This design comes from an exercise in tuning for a short achievable clock period and few clock cycles on the open sky130 flow, not from production work.
Only simulation tests tie the RTL to the original design; equivalence was not proved.
Power figures rest on the tool's default switching activity, not on a simulated workload.

Setup of delta:
==> flow/design.v <==
module microprocessor(clk, rst, imem_addr, imem_data, dmem_addr, dmem_data, dbg_sel, dbg_data, done, data_out);
	input clk;
	input rst;
	output [7:0] imem_addr;
	input [31:0] imem_data;
	output [7:0] dmem_addr;
	input [7:0] dmem_data;
	input [4:0] dbg_sel;
	output [7:0] dbg_data;
	output done;
	output [7:0] data_out;
	function [7:0] prefix_carry;
		input [7:0] a;
		input [7:0] b;
		input cin;
		reg [7:0] g, p, g1, p1, g2, p2, g3;
		begin
			g = a & b;
			p = a ^ b;
			g[0] = g[0] | (p[0] & cin);
			g1 = g | ((p & {g[6:0], 1'b0}));
			p1 = p & {p[6:0], 1'b1};
			g2 = g1 | ((p1 & {g1[5:0], 2'b0}));
			p2 = p1 & {p1[5:0], 2'b11};
			g3 = g2 | ((p2 & {g2[3:0], 4'b0}));
			prefix_carry = g3;
		end
	endfunction
	function [7:0] add8;
		input [7:0] a;
		input [7:0] b;
		reg [7:0] c;
		begin
			c = prefix_carry(a, b, 1'b0);
			add8 = (a ^ b) ^ {c[6:0], 1'b0};
		end
	endfunction
	reg [7:0] register_file [31:0];
	reg [7:0] debug_file [31:0];	 
	reg [7:0] pc_inc;	 
	reg [7:0] pc_target;	 
	reg branch_taken;	 
	reg halted;	 
	reg [7:0] alu_out;	 
	reg load_pending;	 
	reg write_any;	 
	reg [31:0] write_pending;	 
	integer i;
	wire [7:0] pc = branch_taken ? pc_target : pc_inc;
	wire stopped = halted || (pc >= 8'h80);
	wire run = !stopped;
	wire [5:0] opcode = imem_data[31:26];
	wire [4:0] rs = imem_data[25:21];
	wire [4:0] rt = imem_data[20:16];
	wire [4:0] rd = imem_data[15:11];
	wire [5:0] function_field = imem_data[5:0];
	wire [7:0] immediate = imem_data[7:0];
	wire [7:0] write_back = load_pending ? dmem_data : alu_out;
	reg [7:0] operand_file [31:0];
	always @(*)
		for (i = 0; i < 32; i = i + 1)
			operand_file[i] = write_pending[i] ? write_back : register_file[i];
	wire is_r = (opcode == 6'h00);
	wire is_addu = is_r && (function_field == 6'h21);
	wire is_slt = is_r && (function_field == 6'h2a);
	wire is_addiu = (opcode == 6'h09);
	wire is_lw = (opcode == 6'h23);
	wire is_beq = (opcode == 6'h04);
	wire is_bne = (opcode == 6'h05);
	wire use_imm = is_addiu || is_lw;
	wire [7:0] register_operand_1 = operand_file[rs];
	wire [7:0] register_operand_2 = use_imm ? immediate : operand_file[rt];
	wire [7:0] sum = add8(register_operand_1, register_operand_2);
	wire [7:0] cmp_carry = prefix_carry({1'b0, register_operand_1[6:0]}, {1'b0, ~register_operand_2[6:0]}, 1'b1);
	wire low_ge = cmp_carry[6];
	wire less = (register_operand_1[7] != register_operand_2[7]) ? register_operand_1[7] : !low_ge;
	wire equal = (register_operand_1 == register_operand_2);
	wire taken = (is_beq && equal) || (is_bne && !equal);
	wire write_en = is_addu || is_slt || is_addiu || is_lw;
	wire [4:0] write_reg = is_r ? rd : rt;
	assign imem_addr = pc;
	assign dmem_addr = alu_out;
	wire [255:0] debug_bits;
	genvar g;
	generate
		for (g = 0; g < 32; g = g + 1) begin : debug_flat
			assign debug_bits[8*g+7:8*g] = debug_file[g];
		end
	endgenerate
	genvar b;
	generate
		for (b = 0; b < 8; b = b + 1) begin : debug_read
			wire [31:0] column;
			for (g = 0; g < 32; g = g + 1) begin : col
				assign column[g] = debug_file[g][b];
			end
			bit_select sel_bit(.sel(dbg_sel), .bits(column), .value(dbg_data[b]));
		end
	endgenerate
	assign data_out = debug_file[8'h04];
	assign done = stopped && !write_any;
	always @(posedge clk) begin
		if (rst) begin
			pc_inc <= 8'd0;
			pc_target <= 8'd0;
			branch_taken <= 1'b0;
			halted <= 1'b0;
			write_any <= 1'b0;
			write_pending <= 32'd0;
			for (i = 0; i < 32; i = i + 1) begin
				register_file[i] <= 8'd0;
				debug_file[i] <= 8'd0;
			end
		end
		else begin
			for (i = 0; i < 32; i = i + 1)
				if (write_pending[i]) begin
					register_file[i] <= write_back;
					debug_file[i] <= write_back;
				end
			for (i = 0; i < 32; i = i + 1)
				write_pending[i] <= run && write_en && write_reg == i;
			write_any <= run && write_en;
			pc_inc <= pc + 8'd1;
			pc_target <= add8(pc, immediate);
			branch_taken <= taken;
			halted <= stopped;
		end
	end
	always @(posedge clk) begin
		alu_out <= is_slt ? {7'd0, less} : sum;
		load_pending <= is_lw;
	end
endmodule
module bit_select(sel, bits, value);
	input [4:0] sel;
	input [31:0] bits;
	output value;
	wire [3:0] lo = 4'b1 << sel[1:0];
	wire [7:0] hi = 8'b1 << sel[4:2];
	reg [7:0] grp;
	reg acc;
	integer i, j;
	always @(*) begin
		for (j = 0; j < 8; j = j + 1) begin
			grp[j] = 1'b0;
			for (i = 0; i < 4; i = i + 1)
				grp[j] = grp[j] | (bits[4*j+i] & lo[i]);
		end
		acc = 1'b0;
		for (j = 0; j < 8; j = j + 1)
			acc = acc | (grp[j] & hi[j]);
	end
	assign value = acc;
endmodule
make LEC_CHECK=0 CAP_MARGIN=20 CORE_MARGIN=2 CORE_UTILIZATION=40 PLACE_DENSITY=0.6 SETUP_SLACK_MARGIN=5 SLEW_MARGIN=20 SYNTH_HIERARCHICAL=1 finish   # period 10.0 ns
run.sh (not shown) runs the stock make flow with config.mk's settings and CLKGATE_MAP_FILE= SYNTH_SCRIPT=/design/flow/synth_recipe.tcl, a recipe that flattens the netlist after the stock synthesis.
delta has completed all stages; timing, DRC and antenna checks passed.
Testbench counts of delta, summed over its fixed seeds: cycles 51,952.
diff inputs: delta => xenon
-- flow/design.v --
<<< delta, line 88
		end
	endgenerate
	genvar b;
	generate
		for (b = 0; b < 8; b = b + 1) begin : debug_read
			wire [31:0] column;
			for (g = 0; g < 32; g = g + 1) begin : col
				assign column[g] = debug_file[g][b];
			end
			bit_select sel_bit(.sel(dbg_sel), .bits(column), .value(dbg_data[b]));
		end
	endgenerate
	assign data_out = debug_file[8'h04];
	assign done = stopped && !write_any;
>>> xenon, line 88
		end
	endgenerate
	register_select debug_read(.sel(dbg_sel), .regs(debug_bits), .value(dbg_data));
	assign data_out = debug_file[8'h04];
	assign done = stopped && !write_any;
<<< delta, line 133
	end
endmodule
module bit_select(sel, bits, value);
	input [4:0] sel;
	input [31:0] bits;
	output value;
	wire [3:0] lo = 4'b1 << sel[1:0];
	wire [7:0] hi = 8'b1 << sel[4:2];
	reg [7:0] grp;
	reg acc;
	integer i, j;
	always @(*) begin
		for (j = 0; j < 8; j = j + 1) begin
			grp[j] = 1'b0;
			for (i = 0; i < 4; i = i + 1)
				grp[j] = grp[j] | (bits[4*j+i] & lo[i]);
		end
		acc = 1'b0;
		for (j = 0; j < 8; j = j + 1)
			acc = acc | (grp[j] & hi[j]);
	end
	assign value = acc;
>>> xenon, line 124
	end
endmodule
module register_select(sel, regs, value);
	input [4:0] sel;
	input [255:0] regs;
	output [7:0] value;
	wire [3:0] lo = 4'b1 << sel[1:0];
	wire [7:0] hi = 8'b1 << sel[4:2];
	reg [7:0] grp [7:0];
	reg [7:0] acc;
	integer i, j;
	always @(*) begin
		for (j = 0; j < 8; j = j + 1) begin
			grp[j] = 8'd0;
			for (i = 0; i < 4; i = i + 1)
				grp[j] = grp[j] | (regs[8*(4*j+i) +: 8] & {8{lo[i]}});
		end
		acc = 8'd0;
		for (j = 0; j < 8; j = j + 1)
			acc = acc | (grp[j] & {8{hi[j]}});
	end
	assign value = acc;
[summary]
- Every stage of the flow completed for xenon, and the final layout passed the timing, DRC and antenna checks.
- xenon has number of DRC markers after the initial detailed-route iteration below what delta had.
- | count of plain and timing-repair buffers in the layout | lower: delta |
- The setup slack of xenon is smaller than that of delta.
- Core utilization, delta and xenon, higher one = xenon.
- xenon vs delta: achievable clock frequency down in xenon
- Comparing number of global-route vias before repair for delta and xenon, the smaller number came from delta.
- In the flow results for delta and xenon, the placed standard-cell area is larger on delta.
- Per the comparison of xenon with delta, number of multi-input combinational cells in the layout fell by 72; gate count of the mapped netlist fell by about 1.8%.
- Delta (xenon minus delta): number of clock buffers in the layout rose by 8, sequential share of cell area fell by 0.62 points.
- The adder-cell area share of the yosys netlist on xenon is in line with that on delta.
- xenon ended up with clock as its dominant power group; delta ended up with registers.
- [compare] base=delta new=xenon: post-synth design cell area now smaller; area fraction of clock buffers and clock inverters now larger.
Testbench counts of xenon, summed over its fixed seeds: cycles 51,952.

-- separate check: timing with driven ports --
The flow's constraints put no driver on any port. The routed layouts listed below were extracted and timed again, unchanged, in two steps. Step 1, drivers: a clkbuf_16 drives clk and a buf_2 each remaining input, both assumed. Step 2 moves the port delays by t, midway between the first and last clock arrival at a register: inputs arrive t later, outputs are due t later. That takes back most of the time a late clock gives input paths. Slacks: ideal ports / drivers / drivers and shift; pairs: ideal ports / drivers.
run	shift t [ns]	setup slack, ns	slew at the worst register clock pin (ns)	worst data-port slew with drivers (ns)	cell pins on the clock port's net
delta	0.718	4.550 / 4.206 / 4.206	0.07 / 0.07	0.45	1
xenon	0.708	4.524 / 4.269 / 4.269	0.07 / 0.07	0.27	1
After both steps every run listed still meets setup and hold. The setup slack of delta, which loses most, moves by -0.344 ns with the drivers and by -0.344 ns with both steps.
